This is an optimization exercise on Yosys and OpenROAD, whose aim is small area, a short achievable clock period and few clock cycles, not a production implementation.
At most, simulation tests tie the RTL to the original design; equivalence was not proved.
Power figures rest on the tool's default switching activity, not on a simulated workload.

==> job 6481: inputs <==
==> flow/design.v (excerpt) <==
module Conv(
  clk,
  rst_n,
  image_valid,
  filter_valid,
  in_data,
  out_valid,
  out_data
);
clock: 6.0 ns
lec_check: 0
cap_margin: 20
core_margin: 2
core_utilization: 70
cts_buf_list: sky130_fd_sc_hd__clkbuf_8
cts_cluster_diameter: 100
cts_cluster_size: 40
setup_slack_margin: 3.5
slew_margin: 20
run.sh (not shown) runs the stock make flow with config.mk's settings and CLKGATE_MAP_FILE= SYNTH_SCRIPT=/design/flow/synth_recipe.tcl, a recipe that flattens the netlist after the stock synthesis.
==> inputs of job 8334, as changes to job 6481 <==
Settings changed: CORE_UTILIZATION 70 to 75, CTS_BUF_LIST sky130_fd_sc_hd__clkbuf_8 to sky130_fd_sc_hd__clkbuf_4 sky130_fd_sc_hd__clkbuf_8, CTS_CLUSTER_DIAMETER 100 to 50, CTS_CLUSTER_SIZE 40 to 20.
==> qor summary <==
	job 8334	job 6481
Outcome	timing/DRC/antenna clean	timing/DRC/antenna clean
Initial cell density of the core	76.9%	72.4%
Slack of the critical path	3.52 ns	3.59 ns
Largest net degree at the start of global routing	56	58
Net count, final	757	751
Buffering overhead	2.57%	2.05%
Power attributed to the clock group	813 uW	932 uW
Row count	38	39
Share of the clock period used by the worst path after layout	41.4%	40.2%
Cell leakage power	3.51 nW	3.48 nW
Combined global-route utilization of all metal layers	26.9%	23.5%
Fraction of layout cells with a size suffix above 1	11.4%	9.78%
Buffer count from post-CTS setup fixing	2	0
Layout-stage area growth over the synthesis result	10.1%	10.1%
Area of the die	12000 sq um	12900 sq um
Worst Path Max Fanout	10	4
Placed standard-cell area	8700 sq um	8710 sq um
Tapcells inserted	140	143
Testbench counts of job 6481, summed over its fixed seeds: cycles 9,600.
Testbench counts of job 8334, summed over its fixed seeds: cycles 9,600.

========
==> inputs of run B <==
Conv, a different RTL version from the one above (not shown whole).
Settings: LEC_CHECK=0, CAP_MARGIN=20, CORE_MARGIN=2, CORE_UTILIZATION=70, CTS_BUF_LIST=sky130_fd_sc_hd__clkbuf_8, CTS_CLUSTER_DIAMETER=100, CTS_CLUSTER_SIZE=40, SETUP_SLACK_MARGIN=3.9, SLEW_MARGIN=20, TNS_END_PERCENT=100; clock period 6.0 ns.
==> run C: changes against run B <==
--- a/flow/design.v
+++ b/flow/design.v
@@ -85,17 +85,17 @@
 logic [6:0] U1_s, U1_c;
 logic [7:0] U2_s, U2_c;
 logic [8:0] U3_s, U3_c;
 logic [8:0] S_s, S_c;
 logic [5:0] Z;           
 logic [8:0] C;           
 logic [8:0] M0, M1, M2;  
 logic v0, v1;            
-logic [5:0] pos1;        
+logic codd, first, last;  
 wire u1_1, u1_2;
 assign {u1_2, u1_1} = (f[0][0] & q[14][2]) + (f[0][1] & q[14][1]) + (f[0][2] & q[14][0]);
 wire u1_3 = (f[0][1] & q[14][2]) ^ (f[0][2] & q[14][1]);
 wire u1_4 = (f[0][1] & q[14][2]) & (f[0][2] & q[14][1]);
 wire u1_5 = (f[0][0] & q[14][1]) ^ (f[0][1] & q[14][0]);
 wire u1_6 = (f[0][0] & q[14][1]) & (f[0][1] & q[14][0]);
 wire u1_7, u1_8;
 assign {u1_8, u1_7} = (f[1][0] & q[13][2]) + (f[1][1] & q[13][1]) + (f[1][2] & q[13][0]);
@@ -325,16 +325,18 @@
 wire csum_g3_4 = csum_g2_4 | (csum_p2_4 & csum_g0_0);
 wire csum_g3_5 = csum_g2_5 | (csum_p2_5 & csum_g1_1);
 wire csum_g3_6 = csum_g2_6 | (csum_p2_6 & csum_g2_2);
 wire csum_g3_7 = csum_g2_7 | (csum_p2_7 & csum_g2_3);
 wire csum_g3_8 = csum_g2_8 | (csum_p2_8 & csum_g2_4);
 wire csum_p3_8 = csum_p2_8 & csum_p2_4;
 wire csum_g4_8 = csum_g3_8 | (csum_p3_8 & csum_g0_0);
 wire [8:0] csum = {(csum_p0_8 ^ csum_g3_7), (csum_p0_7 ^ csum_g3_6), (csum_p0_6 ^ csum_g3_5), (csum_p0_5 ^ csum_g3_4), (csum_p0_4 ^ csum_g2_3), (csum_p0_3 ^ csum_g2_2), (csum_p0_2 ^ csum_g1_1), (csum_p0_1 ^ csum_g0_0), csum_p0_0};
+wire [2:0] cc = cnt[2:0];
+wire rodd = cnt[3] ^ (cc == 3'd0);
 always_ff @(posedge clk) begin
   if (filter_valid) begin
     for (int k = 0; k < 8; k++) f[k] <= f[k+1];
     f[8] <= in_data;
   end
   if (image_valid) begin
     q[0] <= in_data;
     for (int k = 1; k < 15; k++) q[k] <= q[k-1];
@@ -344,33 +346,31 @@
     U2_c <= u2_b;
     U3_s <= u3_a;
     U3_c <= u3_b;
     S_s <= s_a;
     S_c <= s_b;
   end
   Z <= m3(f[8], in_data);
   C <= csum;
-  pos1 <= cnt;
+  codd  <= ~cc[0];
+  first <= ~rodd & cc[0];
+  last  <= rodd & ~cc[0];
 end
-wire [2:0] cc = pos1[2:0];
-wire codd  = ~cc[0];                            
-wire rodd  = pos1[3] ^ (cc == 3'd0);            
-wire first = ~rodd & ~codd;
-wire last  = rodd & codd;
 logic [8:0] mx;
-always_comb mx = (C > M0) ? C : M0;
+wire gt = C > M0;
+always_comb mx = gt ? C : M0;
 always_ff @(posedge clk) begin
   if (v1) begin
     if (codd) begin
       M0 <= M1;
       M1 <= M2;
       M2 <= mx;
-    end else begin
-      M0 <= first ? C : mx;
+    end else if (first || gt) begin
+      M0 <= C;
     end
   end
 end
 assign out_data = M2;
 wire [2:0] row = cnt[5:3];
 wire [2:0] col = cnt[2:0];
 always_ff @(posedge clk or negedge rst_n) begin
   if (!rst_n) begin
Settings changed: CORE_UTILIZATION 70 to 75, CTS_BUF_LIST sky130_fd_sc_hd__clkbuf_8 to sky130_fd_sc_hd__clkbuf_4 sky130_fd_sc_hd__clkbuf_8, CTS_CLUSTER_DIAMETER 100 to 50, CTS_CLUSTER_SIZE 40 to 20, SETUP_SLACK_MARGIN 3.9 to 3.5, TNS_END_PERCENT 100 to unset.
==> comparison table <==
|  | run B | run C |
|---|---|---|
| Reg2reg setup slack | 3550 ps | 3510 ps |
| Xor-xnor portion of the synthesized cell area | 0.0139 | 0.0141 |
| Number of fill cells in the layout | 617 | 556 |
| # clk buffers | 17 | 20 |
| Via count | 4858 | 4492 |
| Worst Skew | 11.3 ps | 8.99 ps |
| Headroom to the max-slew limit | 0.499 | 0.423 |
| Sequential area share after synthesis | 0.600 | 0.604 |
| Largest net degree at the start of global routing | 61 | 64 |
| Final RePlAce weighted congestion | 0.803 | 0.840 |
| Height of the die | 116 µm | 112 µm |
| CP startpoint | q[13][2] | f[4][2] |
| Met1 wire length | 6.40 mm | 5.98 mm |
| Placement-stage worst setup slack | 2910 ps | 2920 ps |
| Per-cell via count in the routed design | 5.62 | 5.72 |
| Number of logic inverters in the finished layout | 98 | 97 |
| Core utilization of the finished layout | 0.840 | 0.836 |
| Worst skew pair latency | 470 ps | 450 ps |
| Setup repair bufs after CTS | 29 | 3 |
| PwrDens | 453 nW/µm² | 420 nW/µm² |
| Number of resized instances in the post-cts repair step | 83 | 15 |
| Result of the run | timing/DRC/antenna clean | timing/DRC/antenna clean |
| Area growth from synthesis to final layout | 16.0% | 8.90% |
| Compound-gate portion of the synthesized area | 0.0494 | 0.0278 |
Testbench counts of run B, summed over its fixed seeds: cycles 9,600.
For run C, only the layout was checked, not whether the RTL still works.

========
==> garnet: inputs <==
Conv, a different RTL version from the one above (not shown whole).
export LEC_CHECK = 0
export ABC_AREA = 1
export CAP_MARGIN = 20
export CORE_MARGIN = 2
export CORE_UTILIZATION = 75
export CTS_BUF_LIST = sky130_fd_sc_hd__clkbuf_4 sky130_fd_sc_hd__clkbuf_8
export CTS_CLUSTER_DIAMETER = 50
export CTS_CLUSTER_SIZE = 20
export SETUP_SLACK_MARGIN = 3.5
export SLEW_MARGIN = 20
create_clock -name core_clock -period 6.0 [get_ports {clk}]
==> lagoon (differences from garnet) <==
Settings changed: ABC_AREA 1 to default, CORE_UTILIZATION 75 to 80, SETUP_SLACK_MARGIN 3.5 to 3.7.
==> comparison table <==
Result of the run: garnet finished clean; lagoon finished clean
Initial DRT Pass Iterations: garnet 6; lagoon 7
Wire length after detailed routing: garnet 16600 um; lagoon 30900 um
Non-clock buffer contribution to total cell area: garnet 1.68%; lagoon 4.44%
Pin count of the biggest net entering global routing: garnet 52; lagoon 57
Final setup skew: garnet 0.0166 ns; lagoon 0.0243 ns
Synth Area in Compound Gates: garnet 6.87%; lagoon 5.83%
Number of core rows: garnet 39; lagoon 37
Area enclosed by the die boundary: garnet 0.0126 mm2; lagoon 0.0116 mm2
Area fraction in and, or, nand and nor cells after synthesis: garnet 15.2%; lagoon 7.58%
Core region area: garnet 0.0114 mm2; lagoon 0.0104 mm2
Die width: garnet 112 um; lagoon 108 um
Net Sw Frac: garnet 34.7%; lagoon 38.8%
Largest voltage drop on the vdd net: garnet 0.000419 V; lagoon 0.000451 V
Clock network latency to the later pin of the worst-skew pair: garnet 0.47 ns; lagoon 0.52 ns
Die span in y: garnet 112 um; lagoon 108 um
Category of the most critical setup path: garnet reg2out; lagoon reg2reg
Seq group: garnet 1860 uW; lagoon 1940 uW
Reg clk slew, reported paths: garnet 0.09 ns; lagoon 0.12 ns
CLK BUF: garnet 21; lagoon 17
Worst-margin pin slew: garnet 0.678 ns; lagoon 0.854 ns
Minimum setup slack in the final design: garnet 3.61 ns; lagoon 3.29 ns
Most common library cell in the layout ignoring fill and taps: garnet sky130_fd_sc_hd__nand2_1; lagoon sky130_fd_sc_hd__edfxtp_1
Detailed-route vias per instance: garnet 5.78; lagoon 7.72
Count of placed standard cells including taps: garnet 980; lagoon 818
Testbench counts of garnet, summed over its fixed seeds: cycles 9,600.
Testbench counts of lagoon, summed over its fixed seeds: cycles 9,600.

========
==> branch sierra <==
Conv again, from the RTL that the note above started with.
make LEC_CHECK=0 ABC_AREA=1 CAP_MARGIN=20 CORE_MARGIN=2 CORE_UTILIZATION=70 CTS_BUF_LIST='sky130_fd_sc_hd__clkbuf_4 sky130_fd_sc_hd__clkbuf_8' CTS_CLUSTER_DIAMETER=50 CTS_CLUSTER_SIZE=20 SETUP_SLACK_MARGIN=3.6 SLEW_MARGIN=20 finish   # period 6.0 ns
==> inputs of branch raven, as changes to branch sierra <==
==> flow/config.mk (replaced) <==
export PLATFORM = sky130hd
export DESIGN_NAME = Conv
export DESIGN_NICKNAME = Conv
export VERILOG_FILES = /design/flow/design.v
export SDC_FILE = /design/flow/constraint.sdc
export NUM_CORES = 4
export LEC_CHECK = 0
export CAP_MARGIN = 20
export CORE_MARGIN = 2
export CORE_UTILIZATION = 70
export CTS_BUF_LIST = sky130_fd_sc_hd__clkbuf_8
export CTS_CLUSTER_DIAMETER = 100
export CTS_CLUSTER_SIZE = 40
export SETUP_SLACK_MARGIN = 3.5
export SLEW_MARGIN = 20
==> inputs of branch tundra, as changes to branch sierra <==
--- a/flow/config.mk
+++ b/flow/config.mk
@@ -6,11 +6,10 @@
 export NUM_CORES = 4
 export LEC_CHECK = 0
-export ABC_AREA = 1
 export CAP_MARGIN = 20
 export CORE_MARGIN = 2
-export CORE_UTILIZATION = 70
+export CORE_UTILIZATION = 75
 export CTS_BUF_LIST = sky130_fd_sc_hd__clkbuf_4 sky130_fd_sc_hd__clkbuf_8
 export CTS_CLUSTER_DIAMETER = 50
 export CTS_CLUSTER_SIZE = 20
-export SETUP_SLACK_MARGIN = 3.6
+export SETUP_SLACK_MARGIN = 3.5
 export SLEW_MARGIN = 20
==> results.sh <==
export IMPL_ir_drop_v=0.000248
export IMPL_period_share=0.402
export IMPL_crit_type="reg2reg"
export IMPL_taps=147
export IMPL_status="timing/DRC/antenna clean"
export IMPL_place_gp_congestion=0.837
-- figures above: branch raven

==> results.sh <==
export IMPL_synth_warnings=3
export IMPL_period_share=0.406
export IMPL_taps=143
export IMPL_ir_drop_v=0.000338
export IMPL_status="timing/DRC/antenna clean"
export IMPL_crit_type="reg2reg"
export IMPL_min_to="v1"
-- figures above: branch tundra

==> results.sh <==
export IMPL_status="timing/DRC/antenna clean"
export IMPL_crit_type="reg2out"
export IMPL_cts_setup_buffers=0
export IMPL_place_gp_congestion=0.829
export IMPL_seq_cell_count=175
export IMPL_ir_drop_v=0.000308
-- figures above: branch sierra

Testbench counts of branch sierra, summed over its fixed seeds: cycles 9,600.
Testbench counts of branch raven, summed over its fixed seeds: cycles 9,600.
Testbench counts of branch tundra, summed over its fixed seeds: cycles 9,600.

==> what the ideal ports hide <==
The flow's constraints put no driver on any port. The routed layouts listed below were extracted and timed again, unchanged, in two steps.
Step 1 (the two cells are an assumption about what drives the block):
set clk [get_ports {clk}]
set_driving_cell -lib_cell sky130_fd_sc_hd__clkbuf_16 $clk
set_driving_cell -lib_cell sky130_fd_sc_hd__buf_2 [delete_from_list [all_inputs] $clk]
Step 2, shift: input delay + t, output delay - t, t = (earliest + latest rising clock arrival at the registers) / 2. This alone moves slack from input paths to output paths.
a / b / c = ideal / step 1 / step 2; a / b = the first two.
| run | t (ns) | setup WS [ns] | worst setup path after step 2 | latest minus earliest clock arrival (ns) | worst register clock-pin slew, ns |
|---|---|---|---|---|---|
| job 6481 | 0.486 | 3.588 / 3.567 / 3.137 | input to register | 0.013 / 0.013 | 0.09 / 0.09 |
| job 8334 | 0.499 | 3.517 / 3.533 / 3.034 | input to register | 0.012 / 0.012 | 0.09 / 0.09 |
| run B | 0.503 | 3.551 / 3.551 / 3.481 | input to register | 0.012 / 0.012 | 0.10 / 0.10 |
| run C | 0.481 | 3.511 / 3.511 / 3.150 | input to register | 0.010 / 0.010 | 0.09 / 0.09 |
| garnet | 0.493 | 3.609 / 3.576 / 3.134 | input to register | 0.018 / 0.019 | 0.10 / 0.10 |
| lagoon | 0.548 | 3.286 / 3.286 / 2.784 | input to register | 0.024 / 0.024 | 0.12 / 0.12 |
| branch sierra | 0.485 | 3.599 / 3.563 / 3.245 | input to register | 0.010 / 0.010 | 0.09 / 0.09 |
| branch raven | 0.512 | 3.586 / 3.558 / 3.183 | input to register | 0.011 / 0.011 | 0.09 / 0.09 |
| branch tundra | 0.484 | 3.563 / 3.563 / 3.238 | input to register | 0.013 / 0.013 | 0.09 / 0.09 |
After both steps every run listed still meets setup and hold. The setup slack of lagoon, which loses most, moves by 0.000 ns with the drivers and by -0.502 ns with both steps.
